This design comes from an exercise in tuning for small area, a short achievable clock period and few clock cycles on the open sky130 flow, not from production work.
Function was checked by simulation only, so behaviour that the tests miss may differ from the original.

==> inputs of branch cedar <==
Design MandelbrotGen, start of the top module:
module MandelbrotGen(
		input Clk_100M,           
		input  [4:0]BTNS,         
		input  SW0,               
		input  SW15,              
		output reg [18:0] addrA,  
		output reg [11:0] dinA,   
		output reg wea            
    );
clock: 11.0 ns
lec_check: 0
abc_area: 1
cap_margin: 70
core_margin: 2
core_utilization: 40
cts_buf_list: sky130_fd_sc_hd__clkbuf_8
cts_cluster_diameter: 100
cts_cluster_size: 10
setup_slack_margin: 5
slew_margin: 70
synth_hierarchical: 1
synth_minimum_keep_size: 0
tns_end_percent: 0
standard.sh (not shown) runs the stock make flow with config.mk's settings and CLKGATE_MAP_FILE= SYNTH_SCRIPT=/design/flow/synth_recipe.tcl, a recipe that flattens the netlist after the stock synthesis.
==> flow/flow/run.sh <==
#!/bin/bash
# Layout flow: the standard synthesis (standard.sh synth), then the
# standard ORFS layout steps (standard.sh's make command) with these changes:
#  - the resizer's timing repair aims for a larger setup slack margin, so that
#    it shortens the critical paths below the clock period;
#  - extra ORFS variables given in EXTRA below.
# Each tool's output goes to a log file in this folder.
set -euo pipefail
MARGIN=7.5
EXTRA='BUFFER_PORTS_ARGS="-buffer_cell sky130_fd_sc_hd__buf_2"'
bash standard.sh synth > synth.log 2>&1
sed -e "s/SETUP_SLACK_MARGIN=[0-9.]*/SETUP_SLACK_MARGIN=$MARGIN/" \
    -e "s|\"\${@:-finish}\"|$EXTRA \"\${@:-finish}\"|" standard.sh > layout.sh
bash layout.sh > layout.log 2>&1
==> branch xenon (differences from branch cedar) <==
--- a/flow/design.v
+++ b/flow/design.v
@@ -27,18 +27,15 @@
 reg [17:0] shift, re0, im0;    
 reg [17:0] crn, cin;           
 reg [9:0] xn;                  
 reg [8:0] yn;                  
 reg row_end;                   
 reg [2:0] ipar;                
 reg [2:0] hpar;                
-reg [17:0] ci_even, ci_odd;
-reg [17:0] zr1a, zi1a, cr1a, cr2a;
-reg rp1a, rp2a;                    
-wire [17:0] ci2a = rp2a ? ci_odd : ci_even;
+reg [17:0] zr1a, zi1a, cr1a, ci1a, cr2a, ci2a;
 reg [7:0] n1a, n2a;            
 reg v1a, d1a, v2a, d2a;        
 reg [2:0] t1a, t2a;            
 wire [136-1:0] cuta_w;
 reg  [136-1:0] cuta_q;
 wire [17:0] nzra, nzia;
 wire esca;
@@ -1868,17 +1865,15 @@
 wire [17:0] nzi_u_s2a = nzi_t_u_s2a[18:1];
 assign nzra = nzr_u_s2a;
 assign nzia = nzi_u_s2a;
 assign esca = (s_sum_u_s2a >= 18'd65505) & (s_sum_u_s2a <= 18'd131039);
 wire stopa = esca | (n2a == 8'd149);
 wire reta  = v2a & d2a & (t2a == hpar) & ~restart;
 wire freea = ~v2a | reta;
-reg [17:0] zr1b, zi1b, cr1b, cr2b;
-reg rp1b, rp2b;                    
-wire [17:0] ci2b = rp2b ? ci_odd : ci_even;
+reg [17:0] zr1b, zi1b, cr1b, ci1b, cr2b, ci2b;
 reg [7:0] n1b, n2b;            
 reg v1b, d1b, v2b, d2b;        
 reg [2:0] t1b, t2b;            
 wire [136-1:0] cutb_w;
 reg  [136-1:0] cutb_q;
 wire [17:0] nzrb, nzib;
 wire escb;
@@ -3708,17 +3703,15 @@
 wire [17:0] nzi_u_s2b = nzi_t_u_s2b[18:1];
 assign nzrb = nzr_u_s2b;
 assign nzib = nzi_u_s2b;
 assign escb = (s_sum_u_s2b >= 18'd65505) & (s_sum_u_s2b <= 18'd131039);
 wire stopb = escb | (n2b == 8'd149);
 wire retb  = v2b & d2b & (t2b == hpar) & ~restart;
 wire freeb = ~v2b | retb;
-reg [17:0] zr1c, zi1c, cr1c, cr2c;
-reg rp1c, rp2c;                    
-wire [17:0] ci2c = rp2c ? ci_odd : ci_even;
+reg [17:0] zr1c, zi1c, cr1c, ci1c, cr2c, ci2c;
 reg [7:0] n1c, n2c;            
 reg v1c, d1c, v2c, d2c;        
 reg [2:0] t1c, t2c;            
 wire [136-1:0] cutc_w;
 reg  [136-1:0] cutc_q;
 wire [17:0] nzrc, nzic;
 wire escc;
@@ -5548,17 +5541,15 @@
 wire [17:0] nzi_u_s2c = nzi_t_u_s2c[18:1];
 assign nzrc = nzr_u_s2c;
 assign nzic = nzi_u_s2c;
 assign escc = (s_sum_u_s2c >= 18'd65505) & (s_sum_u_s2c <= 18'd131039);
 wire stopc = escc | (n2c == 8'd149);
 wire retc  = v2c & d2c & (t2c == hpar) & ~restart;
 wire freec = ~v2c | retc;
-reg [17:0] zr1d, zi1d, cr1d, cr2d;
-reg rp1d, rp2d;                    
-wire [17:0] ci2d = rp2d ? ci_odd : ci_even;
+reg [17:0] zr1d, zi1d, cr1d, ci1d, cr2d, ci2d;
 reg [7:0] n1d, n2d;            
 reg v1d, d1d, v2d, d2d;        
 reg [2:0] t1d, t2d;            
 wire [136-1:0] cutd_w;
 reg  [136-1:0] cutd_q;
 wire [17:0] nzrd, nzid;
 wire escd;
@@ -7424,89 +7415,85 @@
 		nshift = 18'd64;
 		nre0   = 18'h3B000;    
 		nim0   = 18'h03C00;    
 	end
 end
 always @(posedge Clk_100M) begin
 	cuta_q <= cuta_w;
-	cr2a <= cr1a; rp2a <= rp1a; n2a <= n1a; d2a <= d1a; t2a <= t1a;
+	cr2a <= cr1a; ci2a <= ci1a; n2a <= n1a; d2a <= d1a; t2a <= t1a;
 	v2a <= v1a & ~restart;
 	zr1a <= takea ? crn : nzra;
 	zi1a <= takea ? cin : nzia;
 	if (takea) begin
-		cr1a <= crn; rp1a <= yn[0];
+		cr1a <= crn; ci1a <= cin;
 		n1a <= 8'd0; d1a <= 1'b0; t1a <= ipar;
 	end else begin
-		cr1a <= cr2a; rp1a <= rp2a;
+		cr1a <= cr2a; ci1a <= ci2a;
 		n1a <= d2a ? n2a : n2a + 8'd1;
 		d1a <= d2a | stopa; t1a <= t2a;
 	end
 	v1a <= ~restart & ((v2a & ~reta) | takea);
 	cutb_q <= cutb_w;
-	cr2b <= cr1b; rp2b <= rp1b; n2b <= n1b; d2b <= d1b; t2b <= t1b;
+	cr2b <= cr1b; ci2b <= ci1b; n2b <= n1b; d2b <= d1b; t2b <= t1b;
 	v2b <= v1b & ~restart;
 	zr1b <= takeb ? crn : nzrb;
 	zi1b <= takeb ? cin : nzib;
 	if (takeb) begin
-		cr1b <= crn; rp1b <= yn[0];
+		cr1b <= crn; ci1b <= cin;
 		n1b <= 8'd0; d1b <= 1'b0; t1b <= ipar;
 	end else begin
-		cr1b <= cr2b; rp1b <= rp2b;
+		cr1b <= cr2b; ci1b <= ci2b;
 		n1b <= d2b ? n2b : n2b + 8'd1;
 		d1b <= d2b | stopb; t1b <= t2b;
 	end
 	v1b <= ~restart & ((v2b & ~retb) | takeb);
 	cutc_q <= cutc_w;
-	cr2c <= cr1c; rp2c <= rp1c; n2c <= n1c; d2c <= d1c; t2c <= t1c;
+	cr2c <= cr1c; ci2c <= ci1c; n2c <= n1c; d2c <= d1c; t2c <= t1c;
 	v2c <= v1c & ~restart;
 	zr1c <= takec ? crn : nzrc;
 	zi1c <= takec ? cin : nzic;
 	if (takec) begin
-		cr1c <= crn; rp1c <= yn[0];
+		cr1c <= crn; ci1c <= cin;
 		n1c <= 8'd0; d1c <= 1'b0; t1c <= ipar;
 	end else begin
-		cr1c <= cr2c; rp1c <= rp2c;
+		cr1c <= cr2c; ci1c <= ci2c;
 		n1c <= d2c ? n2c : n2c + 8'd1;
 		d1c <= d2c | stopc; t1c <= t2c;
 	end
 	v1c <= ~restart & ((v2c & ~retc) | takec);
 	cutd_q <= cutd_w;
-	cr2d <= cr1d; rp2d <= rp1d; n2d <= n1d; d2d <= d1d; t2d <= t1d;
+	cr2d <= cr1d; ci2d <= ci1d; n2d <= n1d; d2d <= d1d; t2d <= t1d;
 	v2d <= v1d & ~restart;
 	zr1d <= taked ? crn : nzrd;
 	zi1d <= taked ? cin : nzid;
 	if (taked) begin
-		cr1d <= crn; rp1d <= yn[0];
+		cr1d <= crn; ci1d <= cin;
 		n1d <= 8'd0; d1d <= 1'b0; t1d <= ipar;
 	end else begin
-		cr1d <= cr2d; rp1d <= rp2d;
+		cr1d <= cr2d; ci1d <= ci2d;
 		n1d <= d2d ? n2d : n2d + 8'd1;
 		d1d <= d2d | stopd; t1d <= t2d;
 	end
 	v1d <= ~restart & ((v2d & ~retd) | taked);
 	if (restart) begin
 		shift <= nshift; re0 <= nre0; im0 <= nim0;
 		crn <= nre0; cin <= nim0; xn <= 10'd0; yn <= 9'd0;
-		ci_even <= nim0;
 		row_end <= 1'b0; ipar <= 3'd0;
 	end else if (take) begin
 		ipar <= ipar + 3'd1;
 		row_end <= (xn == 10'd638);
 		if (row_end) begin
 			xn  <= 10'd0;
 			crn <= re0;
 			if (yn == 9'd479) begin
 				yn  <= 9'd0;
 				cin <= im0;
-				ci_even <= im0;
 			end else begin
 				yn  <= yn + 9'd1;
 				cin <= add_r;
-				if (yn[0]) ci_even <= add_r;
-				else       ci_odd  <= add_r;
 			end
 		end else begin
 			xn  <= xn + 10'd1;
 			crn <= add_r;
 		end
 	end
 	wea <= ret & ~raw_restart;
- CTS_BUF_LIST: sky130_fd_sc_hd__clkbuf_8 -> not set
- CTS_CLUSTER_DIAMETER: 100 -> not set
- CTS_CLUSTER_SIZE: 10 -> not set
==> metrics.cfg <==
[global_routing]
grt_usage=0.242

[status]
status=complete, no violations

[synth]
synth_fa_ha_area_frac=0.395

[worst_setup_path]
r2r_end=cutd_q[80]
startpoint=zi1d[6]

[routing]
m1WireLength_um=130000

[finish]
clock_cell_area_share=0.0406

-- figures above: branch xenon

==> metrics.cfg <==
[status]
status=complete, no violations

[global_routing]
grt_usage=0.257

[routing]
m1WireLength_um=139000

[finish]
clock_cell_area_share=0.0201

[timing]
fin_ws_ps=7190

[worst_setup_path]
r2r_end=cutb_q[101]
startpoint=zr1b[17]

-- figures above: branch cedar

Testbench counts of branch cedar, summed over its fixed seeds: cycles 2,839,990.
Testbench counts of branch xenon, summed over its fixed seeds: cycles 2,839,990.

-- re-timing with driven ports --
The results above use ideal ports. As a check the final layouts listed here were re-extracted and re-timed, cells and wires unchanged.
Step 1, drivers: a clkbuf_16 drives Clk_100M and a buf_2 each remaining input, both assumed.
Step 2 also shifts input and output timing later by t, the mid clock arrival at the registers, as if the neighbouring blocks saw the same clock.
a / b / c = ideal ports / drivers / drivers and shift; a / b = the first two.
run	shift t [ns]	setup slack, ns	hold slack, ns	worst register clock-pin slew, ns	worst slew at a driven data input, ns
branch cedar	1.020	7.195 / 7.195 / 7.195	0.314 / 0.314 / 0.314	0.10 / 0.10	0.04
branch xenon	0.878	7.131 / 7.131 / 7.131	0.314 / 0.314 / 0.314	0.07 / 0.07	0.04
After both steps setup and hold are still met in every run listed.
